This design comes from an exercise in tuning for small area on the open sky130 flow, not from production work. Function was checked by simulation only, so behaviour that the tests miss may differ from the original. Power and IR drop assume default switching activity.

Design main_module, start of the top module:
module main_module(
    input clk,
    input rst,
    input DIP,
    output [15:0] ROM_Address,
    input  [7:0]  ROM_Data,
    output VGA_VSync,
    output VGA_HSync,
    output [1:0] VGA_R,
    output [1:0] VGA_G,
    output [1:0] VGA_B
    );
    function ge11;
        input [10:0] x;
        input [10:0] k;
        integer i;
        reg c;
        begin
            c = 1'b1;
            for (i = 0; i < 11; i = i + 1)
                c = k[i] ? (x[i] & c) : (x[i] | c);
            ge11 = c;
        end
    endfunction
    reg [1:0] ph;
    always @(posedge clk)
        if (rst) ph <= 0; else ph <= ph + 1'b1;
    wire ce = ph[1] & ph[0];
    reg sel;
    always @(posedge clk) sel <= DIP;
    reg [10:0] H, V;
    reg HS, VS, HVO, VVO;
    wire hw = sel ? (H == 11'd1054) : (H == 11'd798);           
    wire vw = sel ? (hw ? (V == 11'd626) : (V == 11'd627))
                  : (hw ? (V == 11'd522) : (V == 11'd523));     
    wire [11:0] hc;
    wire [11:0] vc;
    wire [10:0] hi, vi;
    assign hc[0] = ce;
    assign vc[0] = ce & hw;
    genvar gi;
    generate for (gi = 0; gi < 11; gi = gi + 1) begin : cnt
        assign hi[gi] = H[gi] ^ hc[gi];
        assign hc[gi+1] = H[gi] & hc[gi];
        assign vi[gi] = V[gi] ^ vc[gi];
        assign vc[gi+1] = V[gi] & vc[gi];
    end endgenerate
    wire hclr = rst | (ce & hw);
    wire vclr = rst | (ce & vw);
    wire hs_n = sel ? (ge11(H, 11'd839) & ~ge11(H, 11'd967)) : (ge11(H, 11'd655) & ~ge11(H, 11'd751));
    wire vs_n = sel ? (ge11(V, 11'd600) & ~ge11(V, 11'd604)) : (ge11(V, 11'd490) & ~ge11(V, 11'd492));
    wire hvo_n = sel ? ~ge11(H, 11'd799) : ~ge11(H, 11'd639);
  ...
Settings: LEC_CHECK=0, ABC_AREA=0, CAP_MARGIN=20, CORE_MARGIN=2, CORE_UTILIZATION=40, PLACE_DENSITY=0.6, SLEW_MARGIN=20; clock period 14.0 ns.
standard.sh (not shown) runs the stock make flow with config.mk's settings and CLKGATE_MAP_FILE= SYNTH_SCRIPT=/design/flow/synth_recipe.tcl, a recipe that flattens the netlist after the stock synthesis.
==> flow/flow/run.sh <==
#!/bin/bash
# Standard layout, with the smallest buffer on the ports and a lean clock tree.
export BUFFER_PORTS_ARGS="-buffer_cell sky130_fd_sc_hd__buf_1"
export CTS_ARGS="-sink_clustering_enable -repair_clock_nets -buf_list sky130_fd_sc_hd__clkbuf_8 -dont_use_dummy_load"
bash standard.sh > standard.log 2>&1
Change:
--- a/flow/design.v
+++ b/flow/design.v
@@ -72,26 +72,27 @@
     end
     assign VGA_HSync = HS;
     assign VGA_VSync = VS;
     wire [10:0] X = {1'b0, H[9:0]};
     wire [10:0] Y = {1'b0, V[9:0]};
     wire winx = sel ? (ge11(X, 11'd288) & ~ge11(X, 11'd512)) : (ge11(X, 11'd208) & ~ge11(X, 11'd432));
     wire winy = sel ? (ge11(Y, 11'd188) & ~ge11(Y, 11'd412)) : (ge11(Y, 11'd128) & ~ge11(Y, 11'd352));
     wire win = HVO & VVO & winx & winy;
     reg f1, f2, m1, m2, rflag;
     always @(posedge clk) begin
         rflag <= rst;
+        f2 <= f1; m2 <= m1;
         if (rst) begin
-            f1 <= 0; f2 <= 0;
+            f1 <= 0;
         end else if (ce) begin
-            f1 <= win; f2 <= f1; m1 <= sel; m2 <= m1;
+            f1 <= win; m1 <= sel;
         end
     end
     wire p0s = ~ph[1] & ~ph[0];
     wire f = p0s ? f2 : f1;
     wire m = p0s ? m2 : m1;
     wire km = ~ph[1] & ph[0];         
     wire kz = ph[1] & ~ph[0];         
     wire [7:0] xk = m ? (p0s ? 8'd223 : 8'd224) : (p0s ? 8'd47 : 8'd48);
     wire [7:0] xx;
     rca #(8) u_xx (.a(H[7:0]), .b(xk), .ci(1'b0), .s(xx));
     wire [7:0] yk = m ? (km ? 8'd67 : kz ? 8'd68 : 8'd69) : (km ? 8'd127 : kz ? 8'd128 : 8'd129);
@@ -224,22 +225,21 @@
             {2'd3, 5'd9}: tok = 1;
             {2'd3, 5'd10}: tok = 1;
             {2'd3, 5'd11}: tok = 1;
             {2'd3, 5'd12}: tok = 1;
             {2'd3, 5'd13}: tok = 1;
             {2'd3, 5'd14}: tok = 0;
             default: tok = 1'b0;
         endcase
     end
     wire lit_n = (nx & ny) ? ~(inx & iny) : (nx ^ ny) ? (mge734 | (mge742 & tok)) : 1'b0;
     always @(posedge clk) begin
-        if (!rst) begin
-            if (ph == 2'd0) p0 <= ROM_Data;
-            if (ph == 2'd2) begin litp <= lit_n; e1 <= e0[9:2]; e2 <= e1; u1 <= u0; u2 <= u1; end
-            if (ph == 2'd3) lit <= litp;
-        end
+        p0 <= ROM_Data;
+        litp <= lit_n;
+        if (ph == 2'd2) begin e1 <= e0[9:2]; e2 <= e1; u1 <= u0; u2 <= u1; end
+        if (ph == 2'd3) lit <= litp;
     end
     wire on = win & lit;
     assign VGA_R = {on, on};
     assign VGA_G = {on, on};
     assign VGA_B = {on, on};
 endmodule
After rerunning: Sequential power hardly moves. Maximum frequency shrinks by 3.3%. Cell area shrinks by 1.4%. Worst setup slack is worse by 0.36 ns. Total power shrinks by 1.4%. Via count shrinks by 7.9%. Synthesized area shrinks by 1.0%. Core utilization shrinks by 0.44 points.

what the ideal ports hide:
The results above use ideal ports. As a check the final layouts listed here were re-extracted and re-timed, cells and wires unchanged. Step 1: set_driving_cell puts a clkbuf_16 on clk and a buf_2 on each other input, an assumption about the parent block. Step 2 also shifts input and output timing later by t, the mid clock arrival at the registers, as if the neighbouring blocks saw the same clock. a / b / c = ideal / step 1 / step 2; a / b = the first two.
| run | shift t [ns] | slack for setup (ns) | latest minus earliest clock arrival (ns) | worst data-port slew with drivers (ns) |
|---|---|---|---|---|
| the first run | 0.385 | 3.247 / 3.258 / 2.873 | 0.021 / 0.022 | 0.04 |
| the second run | 0.388 | 2.883 / 2.893 / 2.506 | 0.022 / 0.021 | 0.03 |
After both steps every run listed still meets setup and hold. For the second run, which loses most, drivers alone change the setup slack by +0.010 ns; drivers and shift together by -0.377 ns.
